What follows belongs to an exercise in optimizing a design on an open flow for small area; a production flow would make more cautious choices.
RTL that was checked went through simulation tests only; none was proved equivalent to the original.
No activity file was given, so power comes from the tool's default toggle rates.

## run 1
==> flow/design.v <==
`timescale 1ns / 1ps
module compare(
	clk, rst,
	valid_dog,
    data_dog1, data_dog2, data_dog3,
	cpr_end,
	cnt_seed,
	valid_max,
	addr_max
    );
  input clk, rst;
  input valid_dog;
  input signed [7:0] data_dog1, data_dog2, data_dog3;
  output reg valid_max;
  output reg cpr_end;
  output reg [8:0] cnt_seed;
  output [15:0] addr_max;
  reg [11:0] pos;
  wire [5:0] col = pos[5:0];    
  wire [5:0] row = pos[11:6];   
  wire win = (col >= 6'd17) && (col <= 6'd44);
  wire row_ok = (row >= 6'd18) && (row <= 6'd45);
  wire [6:0] x1, x2, x3;
  compare_one c1 (.data_dog(data_dog1), .data_clip(x1));
  compare_one c2 (.data_dog(data_dog2), .data_clip(x2));
  compare_one c3 (.data_dog(data_dog3), .data_clip(x3));
  wire [6:0] x13 = (x1 > x3) ? x1 : x3;
  wire [6:0] a_in = (x13 > x2) ? x13 : x2;
  reg [6:0] a1;    
  reg [6:0] m;     
  reg ok1;         
  wire [7:0] head;
  wire hflag = head[7];
  wire [6:0] hx = head[6:0];
  wire [6:0] h_new = (m > a_in) ? m : a_in;
  wire flag_new = ok1 && (a1 > a_in) && (a1 > hx);
  Line_buff #(.NUM(32), .DW(8)) store (
	.clk(clk),
	.load(win),
	.data_in({flag_new, h_new}),
	.data_out(head)
	);
  always @(posedge clk) begin
    a1 <= a_in;
    m <= (a1 > a_in) ? a1 : a_in;
    ok1 <= (x2 > x1) && (x2 > x3) && (x2 > a1);
  end
  wire hit = win && row_ok && hflag && (hx > m) && (hx > a_in);
  always @(posedge clk or negedge rst)
    if (!rst) begin
      pos <= 12'd4030;
      valid_max <= 1'b0;
      cnt_seed <= 9'd0;
    end else begin
      if (valid_dog)
        pos <= pos + 12'd1;
      valid_max <= hit;
      if (valid_max)
        cnt_seed <= cnt_seed + 9'd1;
    end
  assign addr_max = {4'd0, pos & {12{valid_max}}};
  reg prev_valid, run;
  reg [5:0] q;
  wire start = prev_valid && !valid_dog;
  always @(posedge clk)
    q <= start ? 6'd0 : q + 6'd1;
  always @(posedge clk or negedge rst)
    if (!rst) begin
      prev_valid <= 1'b0;
      run <= 1'b0;
      cpr_end <= 1'b0;
    end else begin
      prev_valid <= valid_dog;
      run <= start || (run && q != 6'd63);
      cpr_end <= run && q == 6'd63;
    end
endmodule
`timescale 1ns / 1ps
module compare_one(
	data_dog,
	data_clip
    );
  input signed [7:0] data_dog;
  output [6:0] data_clip;
  assign data_clip = (data_dog[7] || data_dog[6:1] == 6'd0) ? 7'd1 : data_dog[6:0];
endmodule
`timescale 1ns / 1ps
module Line_buff(
	clk,
	load,
	data_in,
	data_out
    );
    parameter NUM = 32,
              DW = 8;
    input clk;
    input load;
    input [DW-1:0] data_in;
    output [DW-1:0] data_out;
    reg [DW-1:0] data_tem[0:NUM-1];
    assign data_out = data_tem[NUM-1];
    generate
    genvar i;
    for(i=0;i<NUM;i=i+1)
    	begin : stage
    	always@(posedge clk)
    		if(i==0)
    			data_tem[i] <= load ? data_in : data_tem[NUM-1];
    		else
    			data_tem[i] <= data_tem[i-1];
    	end
    endgenerate
endmodule
==> flow/config.mk <==
export PLATFORM = sky130hd
export DESIGN_NAME = compare
export DESIGN_NICKNAME = compare
export VERILOG_FILES = /design/flow/design.v
export SDC_FILE = /design/flow/constraint.sdc
export NUM_CORES = 4
export LEC_CHECK = 0
export CAP_MARGIN = 20
export CORE_MARGIN = 2
export CORE_UTILIZATION = 40
export SLEW_MARGIN = 20
==> flow/constraint.sdc <==
create_clock -name core_clock -period 4.0 [get_ports {clk}]
set_input_delay 0.8000 -clock core_clock [delete_from_list [all_inputs] [get_ports {clk}]]
set_output_delay 0.8000 -clock core_clock [all_outputs]
set_load 0.01 [all_outputs]
run.sh (not shown) runs the stock make flow with config.mk's settings and CLKGATE_MAP_FILE= SYNTH_SCRIPT=/design/flow/synth_recipe.tcl, a recipe that flattens the netlist after the stock synthesis.
| run 1 | all stages done | FAIL | negative setup slack |
[inputs] run 2 vs run 1
--- a/flow/design.v
+++ b/flow/design.v
@@ -12,43 +12,63 @@
   input valid_dog;
   input signed [7:0] data_dog1, data_dog2, data_dog3;
   output reg valid_max;
   output reg cpr_end;
   output reg [8:0] cnt_seed;
   output [15:0] addr_max;
+  function gt7;
+    input [6:0] a, b;
+    integer i;
+    reg g;
+    begin
+      g = 1'b0;
+      for (i = 0; i < 7; i = i + 1)
+        g = (a[i] & ~b[i]) | (a[i] & g) | (~b[i] & g);
+      gt7 = g;
+    end
+  endfunction
   reg [11:0] pos;
   wire [5:0] col = pos[5:0];    
   wire [5:0] row = pos[11:6];   
-  wire win = (col >= 6'd17) && (col <= 6'd44);
+  wire win_hit = (col >= 6'd17) && (col <= 6'd44);
+  wire win_wr = (col >= 6'd18) && (col <= 6'd45);
   wire row_ok = (row >= 6'd18) && (row <= 6'd45);
   wire [6:0] x1, x2, x3;
   compare_one c1 (.data_dog(data_dog1), .data_clip(x1));
   compare_one c2 (.data_dog(data_dog2), .data_clip(x2));
   compare_one c3 (.data_dog(data_dog3), .data_clip(x3));
-  wire [6:0] x13 = (x1 > x3) ? x1 : x3;
-  wire [6:0] a_in = (x13 > x2) ? x13 : x2;
-  reg [6:0] a1;    
-  reg [6:0] m;     
-  reg ok1;         
-  wire [7:0] head;
-  wire hflag = head[7];
+  wire g21 = gt7(x2, x1);
+  wire g23 = gt7(x2, x3);
+  wire g31 = gt7(x3, x1);
+  wire [6:0] a_in = (g21 & g23) ? x2 : (g31 ? x3 : x1);
+  reg [6:0] a1, a2;    
+  reg [6:0] m;         
+  reg ok1, ok2;        
+  wire ge12 = ~gt7(a2, a1);
+  wire [6:0] mx12 = ge12 ? a1 : a2;
+  wire [6:0] h_new = gt7(m, a1) ? m : a1;
+  wire [7:0] head, head1;
   wire [6:0] hx = head[6:0];
-  wire [6:0] h_new = (m > a_in) ? m : a_in;
-  wire flag_new = ok1 && (a1 > a_in) && (a1 > hx);
+  wire flag_new = ok2 && !ge12 && gt7(a2, hx);
   Line_buff #(.NUM(32), .DW(8)) store (
 	.clk(clk),
-	.load(win),
+	.load(win_wr),
 	.data_in({flag_new, h_new}),
-	.data_out(head)
+	.data_out(head),
+	.data_next(head1)
 	);
   always @(posedge clk) begin
     a1 <= a_in;
-    m <= (a1 > a_in) ? a1 : a_in;
-    ok1 <= (x2 > x1) && (x2 > x3) && (x2 > a1);
+    a2 <= a1;
+    m <= mx12;
+    ok1 <= g21 && g23 && gt7(x2, a1) && (x2[6:1] != 6'd0);
+    ok2 <= ok1;
   end
-  wire hit = win && row_ok && hflag && (hx > m) && (hx > a_in);
+  wire [6:0] hx1 = head1[6:0];
+  wire hit = win_hit && row_ok && head1[7] && gt7(hx1, mx12)
+             && gt7(hx1, x1) && gt7(hx1, x2) && gt7(hx1, x3);
   always @(posedge clk or negedge rst)
     if (!rst) begin
       pos <= 12'd4030;
       valid_max <= 1'b0;
       cnt_seed <= 9'd0;
     end else begin
@@ -79,29 +99,32 @@
 module compare_one(
 	data_dog,
 	data_clip
     );
   input signed [7:0] data_dog;
   output [6:0] data_clip;
-  assign data_clip = (data_dog[7] || data_dog[6:1] == 6'd0) ? 7'd1 : data_dog[6:0];
+  assign data_clip = data_dog[6:0] & {7{~data_dog[7]}};
 endmodule
 `timescale 1ns / 1ps
 module Line_buff(
 	clk,
 	load,
 	data_in,
-	data_out
+	data_out,
+	data_next
     );
     parameter NUM = 32,
               DW = 8;
     input clk;
     input load;
     input [DW-1:0] data_in;
     output [DW-1:0] data_out;
+    output [DW-1:0] data_next;    
     reg [DW-1:0] data_tem[0:NUM-1];
     assign data_out = data_tem[NUM-1];
+    assign data_next = data_tem[NUM-2];
     generate
     genvar i;
     for(i=0;i<NUM;i=i+1)
     	begin : stage
     	always@(posedge clk)
     		if(i==0)
==> comparison <==
Setup slack: run 2 more than run 1. Compared with run 1, in run 2 global routing usage on met3 saw an increase, clock-buffer cell count fell by 1, leakage power total now smaller, final instance area moved down. Initial core utilization delta (run 2 -> run 1): insignificant. Run 2 finished end to end and its layout was clean on timing, DRC and antenna. Run 1 fits on a die that is larger than the die of run 2. Going from run 1 to run 2, global-route wire length before repair shrank by more than 10%. data_dog3[4] as the launch point of the critical path was reported by run 1, and data_dog2[7] by run 2. Relative to run 1, the wire length of run 2 is lower by 2200 µm. Going from run 1 to run 2, clock power share now larger; synthesized area now smaller; sequential share of layout area now larger.

========
Another version of the RTL of compare (not shown whole).
Size in the first run: ~660 cells after synthesis, about 300 flip-flops, about 54 I/O pins, about 8000 sq um of cells after synthesis.
==> module compare, before the edit <==
module compare(
	clk, rst,
	valid_dog,
    data_dog1, data_dog2, data_dog3,
	cpr_end,
	cnt_seed,
	valid_max,
	addr_max
    );
  input clk, rst;
  input valid_dog;
  input signed [7:0] data_dog1, data_dog2, data_dog3;
  output reg valid_max;
  output reg cpr_end;
  output reg [8:0] cnt_seed;
  output [15:0] addr_max;
  function gt7;
    input [6:0] a, b;
    integer i;
    reg g;
    begin
      g = 1'b0;
      for (i = 0; i < 7; i = i + 1)
        g = (a[i] & ~b[i]) | (a[i] & g) | (~b[i] & g);
      gt7 = g;
    end
  endfunction
  function gt8;
    input [7:0] a, b;
    integer i;
    reg g;
    begin
      g = 1'b0;
      for (i = 0; i < 8; i = i + 1)
        g = (a[i] & ~b[i]) | (a[i] & g) | (~b[i] & g);
      gt8 = g;
    end
  endfunction
  reg [11:0] pos;
  wire [5:0] col = pos[5:0];    
  wire [5:0] row = pos[11:6];   
  wire win_hit = (col >= 6'd17) && (col <= 6'd44);
  wire win_wr = (col >= 6'd16) && (col <= 6'd45);
  wire row_ok = (row >= 6'd18) && (row <= 6'd45);
  function sgt8;
    input [7:0] a, b;
    sgt8 = gt8({~a[7], a[6:0]}, {~b[7], b[6:0]});
  endfunction
  wire [7:0] d13 = sgt8(data_dog3, data_dog1) ? data_dog3 : data_dog1;
  wire g2 = sgt8(data_dog2, d13);
  wire [7:0] dmax = g2 ? data_dog2 : d13;
  wire [6:0] a_in = dmax[6:0] & {7{~dmax[7]}};
  wire [6:0] x2 = data_dog2[6:0] & {7{~data_dog2[7]}};
  reg [6:0] a1;        
  reg ok1;             
  reg ok2;             
  wire [6:0] u1;       
  wire f1;             
  wire [6:0] u2;       
  wire [6:0] w0;       
  Line_buff #(.NUM(32), .DW(7)) store (
	.clk(clk),
	.load(win_wr),
	.data_in(a1),
	.flag_in(ok2 && gt7(w0, a1)),
	.data_last(u1),
	.flag_last(f1),
	.data_prev(u2),
	.data_first(w0)
	);
  always @(posedge clk) begin
    a1 <= a_in;
    ok1 <= g2 && gt7(x2, a1) && gt7(x2, u1) && (x2[6:1] != 6'd0);
    ok2 <= ok1 && gt7(a1, u1) && gt7(a1, u2);
  end
  always @(posedge clk or negedge rst)
    if (!rst) begin
      pos <= 12'd4030;
      valid_max <= 1'b0;
      cnt_seed <= 9'd0;
    end else begin
      pos <= pos ^ pos_t;
      valid_max <= win_hit && row_ok && f1 && gt7(u1, w0) && gt7(u1, a1)
                   && gt7(u1, a_in);
      cnt_seed <= cnt_seed ^ cnt_t;
    end
  assign addr_max = {4'd0, pos & {12{valid_max}}};
  reg [11:0] pos_t;
  reg [8:0] cnt_t;
  integer i;
  always @(*) begin
    pos_t[0] = valid_dog;
    for (i = 1; i < 12; i = i + 1)
      pos_t[i] = pos_t[i-1] & pos[i-1];
    cnt_t[0] = valid_max;
    for (i = 1; i < 9; i = i + 1)
      cnt_t[i] = cnt_t[i-1] & cnt_seed[i-1];
  end
  reg prev_valid, run;
  reg [6:0] q;
  wire start = prev_valid && !valid_dog;
  wire q_end = (q == 7'd120);
  always @(posedge clk)
    q <= start ? 7'd0 : {q[5:0], ~(q[6] ^ q[5])};
  always @(posedge clk or negedge rst)
    if (!rst) begin
      prev_valid <= 1'b0;
      run <= 1'b0;
      cpr_end <= 1'b0;
    end else begin
      prev_valid <= valid_dog;
      run <= start || (run && !q_end);
      cpr_end <= run && q_end;
    end
endmodule
clock: 4.0 ns
lec_check: 0
abc_area: 1
cap_margin: 20
core_margin: 2
core_utilization: 75
cts_buf_list: sky130_fd_sc_hd__clkbuf_8
cts_cluster_diameter: 60
cts_cluster_size: 16
slew_margin: 20
standard.sh (not shown) runs the stock make flow with config.mk's settings and CLKGATE_MAP_FILE= SYNTH_SCRIPT=/design/flow/synth_recipe.tcl, a recipe that flattens the netlist after the stock synthesis.
==> flow/flow/run.sh <==
#!/bin/bash
# The standard layout (the standard.sh: ORFS synthesis to finish), with
# every input and output port buffered by the smallest buffer cell, and a
# clock tree of clkbuf_8 cells without dummy loads.
set -euo pipefail
export BUFFER_PORTS_ARGS="-buffer_cell sky130_fd_sc_hd__buf_1"
export CTS_ARGS="-sink_clustering_enable -repair_clock_nets -sink_clustering_size 18 -sink_clustering_max_diameter 60 -buf_list sky130_fd_sc_hd__clkbuf_8 -dont_use_dummy_load"
bash standard.sh > standard.log 2>&1
The starting point went through all stages and came out clean.
Change:
--- a/flow/design.v
+++ b/flow/design.v
@@ -101,5 +101,5 @@
   reg [6:0] q;
   wire start = prev_valid && !valid_dog;
-  wire q_end = (q == 7'd120);
+  wire q_end = (q == 7'd113);
   always @(posedge clk)
     q <= start ? 7'd0 : {q[5:0], ~(q[6] ^ q[5])};
@@ -108,10 +108,9 @@
       prev_valid <= 1'b0;
       run <= 1'b0;
-      cpr_end <= 1'b0;
     end else begin
       prev_valid <= valid_dog;
       run <= start || (run && !q_end);
-      cpr_end <= run && q_end;
     end
+  always @(*) cpr_end = run && q_end;    
 endmodule
 `timescale 1ns / 1ps
After rerunning:
- The changed run completed with no timing, DRC or antenna violations
- worst hold slack is better by 0.014 ns
- die area barely changes
- first-iteration DRC count is higher by 19%
- combinational power is higher by about 3%
- total power is higher by 0.81%
- worst setup slack is worse by 0.031 ns
- cell area hardly moves
- final cell count is unchanged
- routed wire length is higher by about 7%
- maximum frequency is lower by about 1%
- critical path depth is lower by 1
- area after synthesis barely changes
Only the layout flow was run in the first run of this note; the RTL was not checked for function there.

[re-timing with driven ports]
The results above use ideal ports. As a check the final layouts listed here were re-extracted and re-timed, cells and wires unchanged. Step 1 (the two cells are an assumption about what drives the block):
set clk [get_ports {clk}]
set_driving_cell -lib_cell sky130_fd_sc_hd__clkbuf_16 $clk
set_driving_cell -lib_cell sky130_fd_sc_hd__buf_2 [delete_from_list [all_inputs] $clk]
Step 2 also shifts input and output timing later by t, the mid clock arrival at the registers, as if the neighbouring blocks saw the same clock. Slacks: no drivers / after step 1 / after step 2; pairs: no drivers / after step 1.
run | t (ns) | setup slack, ns | clock arrival spread, ns | worst slew at a driven data input, ns | pins driven straight from the clock port
run 1 | 0.572 | -0.933 / -0.923 / -1.495 | 0.009 / 0.010 | 0.04 | 1
run 2 | 0.565 | 1.106 / 1.113 / 0.548 | 0.016 / 0.016 | 0.04 | 1
the first run of note 2 | 0.543 | 1.006 / 1.016 / 0.473 | 0.044 / 0.044 | 0.05 | 1
the second run of note 2 | 0.542 | 0.975 / 0.964 / 0.422 | 0.046 / 0.047 | 0.04 | 1
For run 1, which loses most, drivers alone change the setup slack by +0.010 ns; drivers and shift together by -0.562 ns.
